This is an optimization exercise on Yosys and OpenROAD, whose aim is small area, not a production implementation. In this exercise RTL edits were held to simulation tests only and were not proved equivalent to the original. No activity file was given, so power comes from the tool's default toggle rates.

===== flow/run.sh =====
#!/bin/bash
# synth_recipe.tcl (not shown) runs the flow's synth.tcl, then flattens the netlist and writes it again
# the make line also repeats each setting of config.mk as NAME=value (left out here)
make -C /OpenROAD-flow-scripts/flow DESIGN_CONFIG=/design/flow/config.mk WORK_HOME=/design/flow/orfs CLKGATE_MAP_FILE= SYNTH_SCRIPT=/design/flow/synth_recipe.tcl finish

===== flow/constraint.sdc =====
create_clock -name core_clock -period 20.0 [get_ports {clk}]
set_input_delay 4.0000 -clock core_clock [delete_from_list [all_inputs] [get_ports {clk}]]
set_output_delay 4.0000 -clock core_clock [all_outputs]
set_load 0.01 [all_outputs]

===== flow/design.v =====
module sync
	(
		output h_sync,v_sync,video_on,p_tick,
		output [10:0] pixel_x,pixel_y,
		input clk,reset
	);
	localparam HD = 640;
	localparam HF = 48;
	localparam HB = 16;
	localparam HR = 96;
	localparam VD = 480;
	localparam VF = 10;
	localparam VB = 33;
	localparam VR = 2;
	reg mod2_reg;
	wire mod2_next;
	reg [10:0] h_counter_reg,h_counter_next;
	reg [10:0] v_counter_reg,v_counter_next;
	reg v_sync_reg,h_sync_reg;
	wire v_sync_next,h_sync_next;
	wire h_end,v_end,pixel_tick;
	always @(posedge clk)
	begin
		if(reset)
		begin
			mod2_reg <= 1'b0;
			v_counter_reg <= 0;
			h_counter_reg <= 0;
			v_sync_reg <= 1'b0;
			h_sync_reg <= 1'b0;
		end
		else
		begin
			mod2_reg <= mod2_next;
			v_counter_reg <= v_counter_next;
			h_counter_reg <= h_counter_next;
			v_sync_reg <= v_sync_next;
			h_sync_reg <= h_sync_next;
		end
	end
	assign mod2_next = ~mod2_reg;
	assign pixel_tick = mod2_reg;
	assign h_end = (h_counter_reg == (HD + HF + HB + HR - 1));
	assign v_end = (v_counter_reg == (VD + VF + VB + VR - 1));
	always @*
		if(pixel_tick)
			if(h_end)
				h_counter_next = 0;
			else
				h_counter_next = h_counter_reg + 1;
		else
			h_counter_next = h_counter_reg;
	always @*
		if(pixel_tick & h_end)
			if(v_end)
				v_counter_next = 0;
			else
				v_counter_next = v_counter_reg + 1;
		else
			v_counter_next = v_counter_reg;
	assign h_sync_next = (h_counter_reg >= (HD + HB) && h_counter_reg <= (HD + HB + HR - 1));
	assign v_sync_next = (v_counter_reg >= (VD + VB) && v_counter_reg <= (VD + VB + VR - 1));
	assign video_on = (h_counter_reg < HD) && (v_counter_reg < VD);
	assign h_sync = h_sync_reg;
	assign v_sync = v_sync_reg;
	assign pixel_x = h_counter_reg;
	assign pixel_y = v_counter_reg;
	assign p_tick = pixel_tick;
endmodule
module wall
  (
    input wire video_on,
    input wire reset,
    input clk,
    input wire [10:0] pix_x, pix_y,
    input wire ledleft, ledright, fire,
    output reg [2:0] rgb,
    output wire wall_on,
    output [10:0] bull_x_reg1, bull_y_reg1
    );
  	localparam [1:0] reset_s = 2'b00, idle = 2'b01, shoot = 2'b10;
    localparam MAX_X = 640;
    localparam MAX_Y = 480;
    localparam LWALL_L = 0;
    localparam LWALL_R = 2;
    localparam RWALL_L = 637;
    localparam RWALL_R = 639;
    localparam TWALL_L = 0;
    localparam TWALL_R = 2;
    localparam BWALL_L = 477;
    localparam BWALL_R = 479;
    localparam BALL_T = 465;
    localparam BALL_B = 477;
    localparam BALL_SIZE = 10;
    localparam BALL_V = 2;
    localparam BULL_T = BALL_T - 1;
    localparam BULL_SIZE = 4;
    localparam BULL_V = 2;
    wire lwall, rwall, twall, bwall, ball, bull;
    wire [2:0] lrgb, rrgb, trgb, brgb, ballrgb, bullrgb;
    wire frame_tick;
    wire [10:0] ball_x_l, ball_x_r;
    reg [10:0] ball_x_reg, ball_x_next;
    wire [10:0] bull_x_l, bull_x_r, bull_y_t, bull_y_b;
    reg [1:0] bull_state_next, bull_state_reg;
    reg [10:0] bull_x_reg, bull_y_reg;
    reg [10:0] bull_x_next, bull_y_next;
    wire d_collision;
    reg bull_show;                           
    assign lwall = (LWALL_L<=pix_x) && (pix_x<=LWALL_R);
    assign rwall = (RWALL_L<=pix_x) && (pix_x<=RWALL_R);
    assign twall = (TWALL_L<=pix_y) && (pix_y<=TWALL_R);
    assign bwall = (BWALL_L<=pix_y) && (pix_y<=BWALL_R);
    assign frame_tick = (pix_x==11'd0);  
    assign ball_x_l = ball_x_reg;
    assign ball_x_r = ball_x_l + BALL_SIZE - 1;
    assign  ball = (BALL_T<=pix_y) && (pix_y<=BALL_B) && (ball_x_l<=pix_x) && (pix_x<=ball_x_r);
    assign bull_x_l =  bull_x_reg + 3;
    assign bull_x_r = bull_x_l + BULL_SIZE - 1;
    assign bull_y_b = bull_y_reg;
    assign bull_y_t = bull_y_b - BULL_SIZE - 1;
    assign bull = (bull_y_t<=pix_y) && (pix_y<=bull_y_b) && (bull_x_l<=pix_x) && (pix_x<=bull_x_r);
    assign wall_on = lwall | rwall | twall | bwall | ball | bull;  
    assign bull_x_reg1 = bull_x_reg;
    assign bull_y_reg1 = bull_y_reg;
    always @(*)
    begin
    	if (frame_tick)
    		if( (~ledright) && (ball_x_r < MAX_X - BALL_SIZE) )
    			ball_x_next = ball_x_reg + BALL_V;
    		else if( (~ledleft) && (ball_x_l > BALL_V) )
    			ball_x_next = ball_x_reg - BALL_V;
    		else
    			ball_x_next = ball_x_reg;
    	else
    		ball_x_next = ball_x_reg;
    end
    always @(posedge clk)
        if(reset)
        begin
            ball_x_reg <= 315;
        end
        else if(frame_tick)
        begin
            ball_x_reg <= ball_x_next;
        end
    always @(posedge clk)
        if(reset)           bull_state_reg <= idle;
        else                bull_state_reg <= bull_state_next;
    always @(posedge clk)
        if(reset)           bull_x_reg <= 318;
        else                bull_x_reg <= bull_x_next;
    always @(posedge clk)
        if(reset)           bull_y_reg <= BULL_T;
        else                bull_y_reg <= bull_y_next;
    assign d_collision = (bull_y_reg <= 10)?1'b1:1'b0;
    always @*
    begin
        bull_state_next = bull_state_reg;
        bull_x_next = ball_x_l;
        bull_y_next = bull_y_reg;
        case(bull_state_reg)
            idle:
            begin
                if(~fire)
                    bull_state_next = shoot;
                    bull_show = 1'b0;
            end
            reset_s:
            begin
                bull_y_next = BULL_T;
                bull_state_next = idle;
                bull_show = 1'b0;
            end
            shoot:
            begin
                bull_x_next = bull_x_reg;
                bull_y_next = (frame_tick)? bull_y_reg - BULL_V : bull_y_reg;
                bull_show = 1'b1;
                if(d_collision)
                    bull_state_next = reset_s;
            end
            default:
            begin
                bull_show = 1'b0;
                bull_state_next = bull_state_reg;
                bull_x_next = ball_x_l;
                bull_y_next = bull_y_reg;
            end
        endcase
    end
    assign ballrgb = 3'b110;
    assign bullrgb = 3'b100;
    assign lrgb = 3'b111;
    assign rrgb = 3'b111;
    assign trgb = 3'b111;
    assign brgb = 3'b111;
    always @*
    	if(~video_on)
    		rgb = 3'b000;
    	else if(lwall)
    			rgb = lrgb;
    	else if(rwall)
    			rgb = rrgb;
    	else if(twall)
    			rgb = trgb;
    	else if(bwall)
    			rgb = brgb;
    	else if(ball)
    			rgb = ballrgb;
    	else if(bull && bull_show) 
    		begin
    			rgb = bullrgb;
    		end
    	else
    	 	rgb = 3'b000;
endmodule
module obs
#(parameter N1=15, parameter LOWER_LIMIT = 475)
(
	input wire video_on,
    input wire reset,
    input clk,
    input wire [10:0] pix_x, pix_y,
    input wire [10:0] x1, x2, y1, y2,
    output reg [2:0] rgb,
    output wire obs_on,
    input wire [10:0] bull_x, bull_y,
    output wire obs_state,
    output wire crossed
);
    localparam MAX_X = 640;
    localparam MAX_Y = 480;
    localparam OBS_V = 1;
    localparam START = 0;
    localparam on = 1'b1, off = 1'b0;   
    localparam N = N1;   
    wire obs;
    wire [2:0] obsrgb;
    reg next, ps;
    wire col;
    reg [N-1:0] obs_y_reg, obs_y_next;  
    wire frame_tick;
    wire [10:0] y1n, y2n;
    reg [3:0] count, count_next;
    assign frame_tick = (pix_x==11'd0);  
    assign y1n = y1 + obs_y_reg[N-1:N-11];  
    assign y2n = y2 + obs_y_reg[N-1:N-11];  
    assign obs = (x1<=pix_x) && (pix_x<=x2) && (y1n<=pix_y) && (pix_y<=y2n);
    assign obsrgb = 3'b111;
    assign col = (x1<bull_x) && (bull_x<x2) && (y1n<bull_y) && (bull_y<y2n);
    assign obs_on = obs & ps;
    always @(posedge clk)
    begin
        if(reset)
            obs_y_reg <= START;
        else
            obs_y_reg <= obs_y_next;
    end
    always @(*)
    begin
        if (frame_tick & (ps == on))   
        begin
            obs_y_next = obs_y_reg + OBS_V;
        end
        else
            obs_y_next = obs_y_reg;
    end
    always @(posedge clk)
    begin
    if(reset)
        ps <= on;
    else
        ps <= next;
    end
    always @(*)
    begin
        next = ps;
        case(ps)
        on: if(col)
                next = off;
        off: next = off;
        endcase
    end
    always @*
    	if(~video_on)
    		rgb = 3'b000;
    	else if(obs)
    			rgb = obsrgb;
    		 else
    		 	rgb = 3'b000;
    assign obs_state = ps;
    assign crossed = (y2n >= LOWER_LIMIT);  
endmodule
module space
(
	input wire clk, reset,
	input wire led1, led2, led3,
	output wire hsync, vsync,
	output wire [2:0] rgb,
	output reg [7:0] leds
	);
	wire [10:0] pixel_x, pixel_y;
	wire pixel_tick, video_on;
	reg [2:0] rgb_reg;
	reg [2:0] rgb_next;
	wire [2:0] rgb_wall, rgb_obs, rgb_obs1, rgb_obs2, rgb_obs3, rgb_obs4, rgb_obs5, rgb_obs6, rgb_obs7;
	wire wall_on, obs_on, obs_on1, obs_on2, obs_on3, obs_on4, obs_on5, obs_on6, obs_on7;
	wire reset_n;
	wire [10:0] bull_x, bull_y;
	wire gamewin;
	wire [0:7] obs_state;  
	wire gameover;
	wire [0:7] game_state;
    wire [0:7] crossed;
	sync vga
	(.clk(clk), .reset(reset_n), .h_sync(hsync), .v_sync(vsync), .video_on(video_on), .p_tick(pixel_tick), .pixel_x(pixel_x), .pixel_y(pixel_y));
	wall wallins
	(.video_on(video_on), .pix_x(pixel_x), .pix_y(pixel_y), .rgb(rgb_wall), .ledleft(led2), .ledright(led1), .reset(reset_n), .clk(clk), .fire(led3), .wall_on(wall_on), .bull_x_reg1(bull_x), .bull_y_reg1(bull_y));
	obs #(.N1(13)) obst1
	(.crossed(crossed[0]), .obs_state(obs_state[0]), .video_on(video_on), .reset(reset_n), .clk(clk), .pix_x(pixel_x), .pix_y(pixel_y), .x1(20), .y1(20), .x2(80), .y2(40), .rgb(rgb_obs), .obs_on(obs_on), .bull_x(bull_x), .bull_y(bull_y));
	obs #(.N1(14)) obst2
	(.crossed(crossed[1]), .obs_state(obs_state[1]), .video_on(video_on), .reset(reset_n), .clk(clk), .pix_x(pixel_x), .pix_y(pixel_y), .x1(100), .y1(20), .x2(160), .y2(40), .rgb(rgb_obs1), .obs_on(obs_on1), .bull_x(bull_x), .bull_y(bull_y));
	obs #(.N1(15)) obst3
	(.crossed(crossed[2]), .obs_state(obs_state[2]), .video_on(video_on), .reset(reset_n), .clk(clk), .pix_x(pixel_x), .pix_y(pixel_y), .x1(180), .y1(20), .x2(240), .y2(40), .rgb(rgb_obs2), .obs_on(obs_on2), .bull_x(bull_x), .bull_y(bull_y));
	obs #(.N1(14)) obst4
	(.crossed(crossed[3]), .obs_state(obs_state[3]), .video_on(video_on), .reset(reset_n), .clk(clk), .pix_x(pixel_x), .pix_y(pixel_y), .x1(260), .y1(20), .x2(320), .y2(40), .rgb(rgb_obs3), .obs_on(obs_on3), .bull_x(bull_x), .bull_y(bull_y));
	obs #(.N1(13)) obst5
	(.crossed(crossed[4]), .obs_state(obs_state[4]), .video_on(video_on), .reset(reset_n), .clk(clk), .pix_x(pixel_x), .pix_y(pixel_y), .x1(340), .y1(20), .x2(400), .y2(40), .rgb(rgb_obs4), .obs_on(obs_on4), .bull_x(bull_x), .bull_y(bull_y));
	obs #(.N1(14)) obst6
	(.crossed(crossed[5]), .obs_state(obs_state[5]), .video_on(video_on), .reset(reset_n), .clk(clk), .pix_x(pixel_x), .pix_y(pixel_y), .x1(420), .y1(20), .x2(460), .y2(40), .rgb(rgb_obs5), .obs_on(obs_on5), .bull_x(bull_x), .bull_y(bull_y));
	obs #(.N1(13)) obst7
	(.crossed(crossed[6]), .obs_state(obs_state[6]), .video_on(video_on), .reset(reset_n), .clk(clk), .pix_x(pixel_x), .pix_y(pixel_y), .x1(480), .y1(20), .x2(540), .y2(40), .rgb(rgb_obs6), .obs_on(obs_on6), .bull_x(bull_x), .bull_y(bull_y));
	obs #(.N1(15)) obst8
	(.crossed(crossed[7]), .obs_state(obs_state[7]), .video_on(video_on), .reset(reset_n), .clk(clk), .pix_x(pixel_x), .pix_y(pixel_y), .x1(560), .y1(20), .x2(620), .y2(40), .rgb(rgb_obs7), .obs_on(obs_on7), .bull_x(bull_x), .bull_y(bull_y));
 	always @(*)
 		case({led1,led2})
 			2'b00: leds = 8'b00000000;
 			2'b11: leds = 8'b11111111;
 			2'b10: leds = 8'b11110000;
 			2'b01: leds = 8'b00001111;
 			default: leds = 8'b10101010;
 		endcase
	always @(posedge clk )
		if (pixel_tick)
			rgb_reg<=rgb_next;
	always @(*)
	begin
		if(~video_on)
			rgb_next = 3'b000;
		else if(gamewin)
			rgb_next = 3'b010;
		else if(gameover)
			rgb_next = 3'b100;
		else if (wall_on)
			rgb_next = rgb_wall;
		else if (obs_on)
			rgb_next = rgb_obs;
		else if(obs_on1)
			rgb_next = rgb_obs1;
		else if(obs_on2)
			rgb_next = rgb_obs2;
		else if(obs_on3)
			rgb_next = rgb_obs3;
		else if(obs_on4)
			rgb_next = rgb_obs4;
		else if(obs_on5)
			rgb_next = rgb_obs5;
		else if(obs_on6)
			rgb_next = rgb_obs6;
		else if(obs_on7)
			rgb_next = rgb_obs7;
		else
			rgb_next = 3'b000;
	end
	assign gamewin = &(~obs_state);
	assign gameover = |(crossed);
	assign  rgb = rgb_reg;
	assign  reset_n = ~reset;
endmodule

===== flow/config.mk =====
export PLATFORM = sky130hd
export DESIGN_NAME = space
export DESIGN_NICKNAME = space
export VERILOG_FILES = /design/flow/design.v
export SDC_FILE = /design/flow/constraint.sdc
export NUM_CORES = 4
export LEC_CHECK = 0
export CAP_MARGIN = 20
export CORE_MARGIN = 2
export CORE_UTILIZATION = 40
export SLEW_MARGIN = 20

==> flow_summary.json <==
{
  "tns_ns": 0,
  "end_kind": "output pin",
  "synthArstFlopShare_pct": 0,
  "grt-ovfl-total": 0,
  "die_h_um": 231,
  "fin_util_pct": 43.0,
  "wl_um": 68200,
  "path_cells": "clkdlybuf4s50_1, clkdlybuf4s50_1",
  "hpwl_um": 50300,
  "pin_count": 18,
  "hold_violations": 0,
  "route.detailed.drc": 0,
  "status": "timing/DRC/antenna clean",
  "path_clk_slew_ns": 0.06,
  "globalplace.congestion": 0.930,
  "cts_made_buffers": 17,
  "grt_usage_pct": 25.8,
  "setup_viol": 0,
  "critPathRequiredTime_ns": 16.00,
  "slowest_delay_ns": 0.57,
  "clk_latency_ns": 0.51,
  "ant_nets": 0,
  "hold_path_class": "reg2reg",
  "synthTopCellsByArea": "ha_1, dfxtp_1, xnor2_1",
  "htreeDepth": 4,
  "power.total_uw": 922,
  "core_um2": 51100,
  "yosysWarnings": 38,
  "worst_ep_arrival_time_ns": 5.13,
  "place_inst": 3167,
  "fin_crit_sh_pct": 45.7,
  "cts_setup_buffers": 0,
  "ys.flop_type": "dfxtp_1",
  "irDropWorstVdd_mv": 0.0723,
  "grt_pass1_wl_um": 106000,
  "cts_root_buf": "clkbuf_16",
  "critPathBufInv": 2,
  "synth_edf_count": 3,
  "seq_area_um2": 3630,
  "detailroute.via_count": 19000,
  "yosysTopAreaCell": "ha_1",
  "grt_pass1_vias": 18300,
  "critPathKind": "in2out",
  "die_w_um": 231,
  "maxCapViolCount": 0,
  "cp_slowest_cell": "clkdlybuf4s50_1",
  "vias_per_cell": 5.93,
  "power_leakage_nw": 9.06,
  "ys_seq_area_share_pct": 17.7,
  "slew_headroom_pct": 23.0,
  "ys_seq_elements": 180,
  "finalNonFillerCells": 3198,
  "layout_setup_ws_ns": 10.87,
  "grt_max_degree": 71,
  "cts_hold_buf": 0,
  "fmax_ghz": 0.110,
  "start_util_pct": 40.3,
  "crit_fanout": 5,
  "place_ws_ns": 10.83,
  "synth.top_cell.area_share_pct": 28.0,
  "hold_ws_ns": 0.475,
  "area.growth.synth_to_final_pct": 6.72,
  "dr.first_iter.drc_count": 1686,
  "avgSynthCellArea_um2": 8.11,
  "ys_types": 96,
  "drv_slew": 0,
  "cts_tree": "done",
  "post_cts_resized": 0,
  "core.rowCount": 83,
  "post_dp_cell_area_um2": 21400,
  "fin_crit_ns": 9.13,
  "first_pass_iters": 5,
  "synth_area_um2": 20600,
  "fin_area_um2": 22000,
  "syn_inst": 2539,
  "dieArea_um2": 53300,
  "synth_fp_nets": 3005,
  "cts_sinks": 180,
  "antenna_found_initial": 2,
  "crit_top_cell": "clkdlybuf4s50_1",
  "wl_per_cell_um": 21.3,
  "power_density_nw_per_um2": 42.0,
  "rsz0062_at_grt": "no",
  "nets": 2972,
  "nFillCells": 5131,
  "max_slew.worst_pin.slew_ns": 1.15,
  "crit_family": "buffers and inverters",
  "antennaDiodeCount": 0,
  "multiInputGateArea_um2": 16000,
  "cts_buffer_depth": 2,
  "skew_ns": 0.0147,
  "portBuffers": 17,
  "critPathLaunchType": "input port",
  "drive_gt1_share_pct": 4.85
}
-- cell usage in the layout (no fill, tap or decap), types with 9 or more instances in the layout --
cell type	n
ha_1	461
nor2_1	231
nand2_1	181
dfxtp_1	177
a21oi_1	176
xnor2_1	140
o21ai_0	130
inv_1	114
xor2_1	97
nand4_1	96
nand3_1	92
or3_1	39
a211oi_1	37
nor3_1	36
buf_4	35
a21o_1	32
nand2b_1	28
o21a_1	27
and2_1	26
nor4_1	24
nor2b_1	21
and3_1	18
a31oi_1	17
clkbuf_16	17
clkdlybuf4s50_1	17
nand3b_1	15
o2111ai_1	14
o211ai_1	14
o21bai_1	11
and4_1	11
a2111oi_0	10
o31ai_1	9
-- synthesized netlist by cell type (7+ instances only) --
cell	number
and2_1	26
o221a_2	7
nor3_1	36
o21a_1	27
nand4_1	96
o2111ai_1	14
o21ai_0	130
nand2_1	181
o31ai_1	9
xnor2_1	140
clkbuf_1	67
nor4_1	24
xor2_1	97
nor2b_1	21
inv_1	114
buf_4	9
a31oi_1	17
and4_1	11
a211oi_1	37
nor2_1	231
buf_2	23
a21bo_2	7
dfxtp_1	177
nand2b_1	28
ha_1	461
a21o_1	32
nand3b_1	15
nand3_1	92
o211ai_1	14
and4b_1	7
or3_1	39
a2111oi_0	12
o21bai_1	11
and3_1	18
a21oi_1	176
-- where the power goes --
| part | leakage [nW] | internal [mW] | switching, mW | total [mW] |
|---|---|---|---|---|
| clock | 0.273 | 0.189 | 0.159 | 0.348 |
| combinational | 7.34 | 0.0696 | 0.108 | 0.177 |
| sequential | 1.45 | 0.373 | 0.0237 | 0.397 |
-- final cells by class --
class                      count  area share, %
clock buffer                  23           2.13
clock inverter                 8          0.467
inverter                     115           1.98
multi-input combinational   2140           73.0
sequential                   180           16.5
tap                          680           3.87
timing repair buffer          52           1.97
-- metal layers --
layer  share of wire (%)  routed length, µm  track usage (%)  vias up
li1                    -                  -                -     9174
met1                  44              29800             32.8     8889
met2                  44              29700             40.6      686
met3                 6.9               4710             5.21      216
met4                 5.9               4010             14.6        2
met5               0.019                 13                0        -
-- final timing paths --
path | slack [ns] | depth (start not counted) | to | startpoint
max reg2reg | 14.96 | 17 | rgb_reg[1]$_SDFFCE_PN0P_ | wallins.bull_x_reg[0]$_SDFFE_PN0N_
min | 0.48 | 2 | obst2.obs_y_reg[1]$_SDFFE_PN0P_ | obst2.obs_y_reg[1]$_SDFFE_PN0P_
min reg2reg | 0.48 | 2 | obst2.obs_y_reg[1]$_SDFFE_PN0P_ | obst2.obs_y_reg[1]$_SDFFE_PN0P_
max | 10.87 | 2 | leds[6] | led1
-- logic make-up after synthesis --
group | synth area share [%]
compound gates | 17.0
simple gates | 22.5
mux | 0.298
flops | 17.7
fa+ha+maj | 28.0
xor+xnor | 10.1
buf+inv | 4.41

separate check: timing with driven ports:
The results above use ideal ports. As a check the final layout listed here was re-extracted and re-timed, cells and wires unchanged.
Step 1 sets driving cells, clkbuf_16 on the clock port and buf_2 on the other inputs (assumed; they add their load-dependent delay and slew).
Step 2 times the ports against the registers' clock, not the clock port: input delays grow and output delays shrink by t, the midpoint of the rising clock arrivals with the driver on.
Slacks: ideal ports / drivers / drivers and shift; pairs: ideal ports / drivers.
shift t [ns]: 0.555
slack for setup (ns): 10.870 / 10.845 / 10.845
worst hold slack (ns): 0.475 / 0.475 / 0.475
worst setup path after step 2: input to output
latest minus earliest clock arrival (ns): 0.016 / 0.016
After both steps setup and hold are still met in this run. The setup slack of this run moves by -0.025 ns with the drivers and by -0.025 ns with both steps.
